Source: an optimization exercise on an open RTL-to-GDS flow (aim: small area). Production flows keep margins and buffers that such runs may drop.
Function was checked by simulation only, so behaviour that the tests miss may differ from the original.
No driver is modelled on the clock port, so clocking that relies on it looks cheaper here than on a real chip.
Power and IR drop assume default switching activity.

==> flow/design.v <==
`timescale 1ns/1ps
module sentinel_core (
    input  logic        aclk,
    input  logic        aresetn,
    input  logic [63:0] s_axis_tdata,
    input  logic        s_axis_tvalid,
    input  logic        s_axis_tlast,
    output logic        s_axis_tready,
    output logic [63:0] m_axis_tdata,
    output logic        m_axis_tvalid,
    output logic        m_axis_tlast,
    input  logic        m_axis_tready,
    input  logic [31:0] s_axil_awaddr,
    input  logic        s_axil_awvalid,
    output logic        s_axil_awready,
    input  logic [31:0] s_axil_wdata,
    input  logic        s_axil_wvalid,
    output logic        s_axil_wready,
    output logic [1:0]  s_axil_bresp,
    output logic        s_axil_bvalid,
    input  logic        s_axil_bready,
    input  logic [31:0] s_axil_araddr,
    input  logic        s_axil_arvalid,
    output logic        s_axil_arready,
    output logic [31:0] s_axil_rdata,
    output logic [1:0]  s_axil_rresp,
    output logic        s_axil_rvalid,
    input  logic        s_axil_rready
);
    localparam logic [31:0] LIMIT_RST = 32'd1000;
    logic [31:0] ctrl_q;       
    logic        ctrl_f;
    logic [31:0] shadow_q;     
    logic        shadow_f;
    logic [31:0] alim_q;       
    logic        alim_f;
    logic [63:0] snap_q;       
    logic        snap_f;
    logic [31:0] vcount;
    logic        vpend;
    logic        awr;          
    logic        bvalid;
    logic        arr;
    logic        rvalid;
    logic [31:0] rdata;
    logic        valid_reg;
    logic        last_reg;
    logic [63:0] data_reg;
    logic [31:0] vcount_now;
    logic [3:0]  vbyte_ones;
    logic [3:0]  vbyte_cin;
    logic [8:0]  vcarry [4];
    always_comb begin
        for (int k = 0; k < 4; k++) vbyte_ones[k] = &vcount[8*k +: 8];
        vbyte_cin[0] = vpend;
        for (int k = 1; k < 4; k++) vbyte_cin[k] = vbyte_cin[k-1] & vbyte_ones[k-1];
        for (int k = 0; k < 4; k++) begin
            vcarry[k][0] = vbyte_cin[k];
            for (int i = 0; i < 8; i++) begin
                vcount_now[8*k+i] = vcount[8*k+i] ^ vcarry[k][i];
                vcarry[k][i+1]    = vcount[8*k+i] & vcarry[k][i];
            end
        end
    end
    wire wr      = awr & s_axil_awvalid & s_axil_wvalid;
    wire wr_ctrl = wr & (s_axil_awaddr[4:0] == 5'h00);
    wire wr_lim  = wr & (s_axil_awaddr[4:0] == 5'h04);
    always_ff @(posedge aclk or negedge aresetn) begin
        if (!aresetn) begin
            awr      <= 1'b0;
            bvalid   <= 1'b0;
            ctrl_f   <= 1'b0;
            shadow_f <= 1'b0;
        end else begin
            awr    <= ~awr & s_axil_awvalid & s_axil_wvalid;
            bvalid <= wr | (bvalid & ~s_axil_bready);
            if (wr_ctrl) ctrl_f   <= 1'b1;
            if (wr_lim)  shadow_f <= 1'b1;
        end
    end
    always_ff @(posedge aclk) begin
        if (wr_ctrl) ctrl_q   <= s_axil_wdata;
        if (wr_lim)  shadow_q <= s_axil_wdata;
    end
    wire enable = ~ctrl_f | ctrl_q[0];
    wire [4:0] ra = s_axil_araddr[4:0];
    wire ld_r  = ~rvalid;
    wire sel_c = ld_r & (ra == 5'h00);
    wire sel_l = ld_r & (ra == 5'h04);
    wire sel_v = ld_r & (ra == 5'h08);
    wire sel_s = ld_r & snap_f & (ra == 5'h0C);
    wire sel_h = ld_r & snap_f & (ra == 5'h10);
    wire sel_cq = sel_c & ctrl_f;
    wire sel_lq = sel_l & shadow_f;
    wire [31:0] rst_val = ({32{sel_c & ~ctrl_f}} & 32'd1) | ({32{sel_l & ~shadow_f}} & LIMIT_RST);
    wire [31:0] rnext = ({32{rvalid}} & rdata)
                      | ({32{sel_cq}} & ctrl_q)
                      | ({32{sel_lq}} & shadow_q)
                      | ({32{sel_v}} & vcount_now)
                      | ({32{sel_s}} & snap_q[31:0])
                      | ({32{sel_h}} & snap_q[63:32])
                      | rst_val;
    always_ff @(posedge aclk or negedge aresetn) begin
        if (!aresetn) begin
            arr    <= 1'b0;
            rvalid <= 1'b0;
        end else begin
            arr    <= ~arr & s_axil_arvalid;
            rvalid <= (arr & s_axil_arvalid & ~rvalid) | (rvalid & ~s_axil_rready);
        end
    end
    always_ff @(posedge aclk) rdata <= rnext;
    wire upd = (s_axis_tlast & s_axis_tvalid & m_axis_tready) | ~s_axis_tvalid | ~enable;
    always_ff @(posedge aclk or negedge aresetn) begin
        if (!aresetn) alim_f <= 1'b0;
        else if (upd) alim_f <= shadow_f;
    end
    always_ff @(posedge aclk) begin
        if (upd) alim_q <= shadow_q;
    end
    wire [39:0] amount = s_axis_tdata[39:0];
    wire hi_nz   = |amount[39:32];
    logic [7:0] bg, bl;
    logic [3:0] g1, l1;
    logic [1:0] g2, l2;
    always_comb begin
        for (int k = 0; k < 8; k++) begin
            logic cg, cl;
            cg = 1'b0;
            cl = 1'b0;
            for (int i = 4*k; i < 4*k + 4; i++) begin
                cg = (amount[i] & ~alim_q[i]) | (amount[i] & cg) | (~alim_q[i] & cg);
                cl = (~amount[i] & alim_q[i]) | (~amount[i] & cl) | (alim_q[i] & cl);
            end
            bg[k] = cg;
            bl[k] = cl;
        end
        for (int i = 0; i < 4; i++) begin
            g1[i] = bg[2*i+1] | (~bl[2*i+1] & bg[2*i]);
            l1[i] = bl[2*i+1] | (~bg[2*i+1] & bl[2*i]);
        end
        for (int i = 0; i < 2; i++) begin
            g2[i] = g1[2*i+1] | (~l1[2*i+1] & g1[2*i]);
            l2[i] = l1[2*i+1] | (~g1[2*i+1] & l1[2*i]);
        end
    end
    wire gt_q    = hi_nz | g2[1] | (~l2[1] & g2[0]);
    wire gt_rst  = hi_nz | (amount[31:0] > LIMIT_RST);
    wire viol    = enable & (alim_f ? gt_q : gt_rst);
    wire ld      = m_axis_tready | ~valid_reg;
    wire snap_we = ld & s_axis_tvalid & viol;
    always_ff @(posedge aclk or negedge aresetn) begin
        if (!aresetn) begin
            valid_reg <= 1'b0;
            vcount    <= 32'd0;
            vpend     <= 1'b0;
            snap_f    <= 1'b0;
        end else begin
            if (ld) valid_reg <= s_axis_tvalid & ~viol;
            vcount <= vcount_now;
            vpend  <= snap_we;
            if (snap_we) snap_f <= 1'b1;
        end
    end
    always_ff @(posedge aclk) begin
        if (ld) begin
            data_reg <= s_axis_tdata;
            last_reg <= s_axis_tlast;
        end
        if (snap_we) snap_q <= s_axis_tdata;
    end
    assign s_axis_tready  = m_axis_tready;
    assign m_axis_tvalid  = valid_reg;
    assign m_axis_tdata   = data_reg;
    assign m_axis_tlast   = last_reg;
    assign s_axil_awready = awr;
    assign s_axil_wready  = awr;
    assign s_axil_bvalid  = bvalid;
    assign s_axil_bresp   = 2'b00;
    assign s_axil_arready = arr;
    assign s_axil_rvalid  = rvalid;
    assign s_axil_rdata   = rdata;
    assign s_axil_rresp   = 2'b00;
endmodule
==> flow/config.mk <==
export PLATFORM = sky130hd
export DESIGN_NAME = sentinel_core
export DESIGN_NICKNAME = sentinel_core
export VERILOG_FILES = /design/flow/design.v
export SDC_FILE = /design/flow/constraint.sdc
export NUM_CORES = 4
export LEC_CHECK = 0
export CAP_MARGIN = 20
export CORE_MARGIN = 2
export CORE_UTILIZATION = 40
export GPL_TIMING_DRIVEN = 0
export SLEW_MARGIN = 20
==> flow/constraint.sdc <==
create_clock -name core_clock -period 4.0 [get_ports {aclk}]
set_input_delay 0.8000 -clock core_clock [delete_from_list [all_inputs] [get_ports {aclk}]]
set_output_delay 0.8000 -clock core_clock [all_outputs]
set_load 0.01 [all_outputs]
standard.sh (not shown) runs the stock make flow with config.mk's settings and CLKGATE_MAP_FILE= SYNTH_SCRIPT=/design/flow/synth_recipe.tcl, a recipe that flattens the netlist after the stock synthesis.
==> flow/flow/run.sh <==
#!/bin/bash
# The standard ORFS layout (standard.sh), changed only in how it sizes:
#  - synthesis: synth_recipe.tcl unchanged, but ABC maps the logic for area
#    (flow/synth_area.tcl, flow/abc_area.script),
#  - port buffers made of the smallest buffer cell,
#  - a clock tree of small clock buffers without dummy loads,
#  - no timing repair at floorplan (there are no synthesis buffers to remove),
#  - placement and global-route repair kept to small buffers
#    (flow/small_bufs.tcl),
#  - gates with spare setup slack downsized after placement repair and after
#    CTS (flow/recover_area.tcl).
# make's output goes to make_finish.log; each ORFS step keeps its own log
# under orfs/logs/.
set -euo pipefail
export FLOW_SYNTH_TCL="$PWD/synth_recipe.tcl"
export AREA_ABC_SCRIPT="$PWD/flow/abc_area.script"
export BUFFER_PORTS_ARGS="-buffer_cell sky130_fd_sc_hd__buf_1"
export CTS_ARGS="-sink_clustering_enable -repair_clock_nets -dont_use_dummy_load -buf_list sky130_fd_sc_hd__clkbuf_4 -sink_clustering_size 10 -sink_clustering_max_diameter 50"
export REMOVE_ABC_BUFFERS=1
export PRE_RESIZE_TCL="$PWD/flow/small_bufs.tcl"
export PRE_GLOBAL_ROUTE_TCL="$PWD/flow/small_bufs.tcl"
export POST_RESIZE_TCL="$PWD/flow/recover_area.tcl"
export POST_CTS_TCL="$PWD/flow/recover_area.tcl"
bash standard.sh SYNTH_SCRIPT="$PWD/flow/synth_area.tcl" finish > make_finish.log 2>&1
Other scripts of this flow, unchanged in this note and not shown: flow/flow/abc_area.script, flow/flow/recover_area.tcl, flow/flow/small_bufs.tcl, flow/flow/synth_area.tcl
The first run finished clean.
==> next run, changes <==
--- a/flow/design.v
+++ b/flow/design.v
@@ -120,31 +120,32 @@
     end
     wire [39:0] amount = s_axis_tdata[39:0];
     wire hi_nz   = |amount[39:32];
-    logic [7:0] bg, bl;
-    logic [3:0] g1, l1;
-    logic [1:0] g2, l2;
+    logic [31:0] g0, l0;
+    logic [15:0] g1, l1;
+    logic [7:0]  g2, l2;
+    logic [3:0]  g3, l3;
+    logic [1:0]  g4, l4;
     always_comb begin
-        for (int k = 0; k < 8; k++) begin
-            logic cg, cl;
-            cg = 1'b0;
-            cl = 1'b0;
-            for (int i = 4*k; i < 4*k + 4; i++) begin
-                cg = (amount[i] & ~alim_q[i]) | (amount[i] & cg) | (~alim_q[i] & cg);
-                cl = (~amount[i] & alim_q[i]) | (~amount[i] & cl) | (alim_q[i] & cl);
-            end
-            bg[k] = cg;
-            bl[k] = cl;
+        g0 = amount[31:0] & ~alim_q;
+        l0 = ~amount[31:0] & alim_q;
+        for (int i = 0; i < 16; i++) begin
+            g1[i] = g0[2*i+1] | (~l0[2*i+1] & g0[2*i]);
+            l1[i] = l0[2*i+1] | (~g0[2*i+1] & l0[2*i]);
         end
-        for (int i = 0; i < 4; i++) begin
-            g1[i] = bg[2*i+1] | (~bl[2*i+1] & bg[2*i]);
-            l1[i] = bl[2*i+1] | (~bg[2*i+1] & bl[2*i]);
-        end
-        for (int i = 0; i < 2; i++) begin
+        for (int i = 0; i < 8; i++) begin
             g2[i] = g1[2*i+1] | (~l1[2*i+1] & g1[2*i]);
             l2[i] = l1[2*i+1] | (~g1[2*i+1] & l1[2*i]);
         end
+        for (int i = 0; i < 4; i++) begin
+            g3[i] = g2[2*i+1] | (~l2[2*i+1] & g2[2*i]);
+            l3[i] = l2[2*i+1] | (~g2[2*i+1] & l2[2*i]);
+        end
+        for (int i = 0; i < 2; i++) begin
+            g4[i] = g3[2*i+1] | (~l3[2*i+1] & g3[2*i]);
+            l4[i] = l3[2*i+1] | (~g3[2*i+1] & l3[2*i]);
+        end
     end
-    wire gt_q    = hi_nz | g2[1] | (~l2[1] & g2[0]);
+    wire gt_q    = hi_nz | g4[1] | (~l4[1] & g4[0]);
     wire gt_rst  = hi_nz | (amount[31:0] > LIMIT_RST);
     wire viol    = enable & (alim_f ? gt_q : gt_rst);
     wire ld      = m_axis_tready | ~valid_reg;
After rerunning:
- global-route usage is about the same
- clock power hardly moves
- power barely changes
- worst setup slack gets worse by 0.12 ns
- register-to-register slack gets worse by 0.12 ns
- clock-buffer cell count came out lower by 1
- routed wire length came out higher by 0.80%
- area after synthesis barely changes
- via count came out higher by 1.2%
- design area stays flat
- sequential power stays flat
- die area barely changes
- clock skew came out lower by 0.010 ns

[port drivers added, routing unchanged]
In the flow no input, the clock included, has a driving cell. The finished layouts below were timed again as built, in two steps.
Step 1: set_driving_cell puts a clkbuf_16 on aclk and a buf_2 on each other input, an assumption about the parent block.
Step 2 moves the port delays by t, midway between the first and last clock arrival at a register: inputs arrive t later, outputs are due t later. That takes back most of the time a late clock gives input paths.
Three values: ideal, step 1, step 2; two values: the first two.
run | t, ns | slack for setup (ns) | clock arrival spread, ns | worst slew at a driven data input, ns | cell pins on the clock port's net
the first run | 0.655 | 0.381 / 0.381 / -0.218 | 0.057 / 0.057 | 0.06 | 1
the second run | 0.651 | 0.263 / 0.263 / -0.379 | 0.047 / 0.046 | 0.07 | 1
With both steps, setup timing fails in the first run and the second run, where it was met with ideal ports. The setup slack of the second run, which loses most, moves by 0.000 ns with the drivers and by -0.642 ns with both steps.
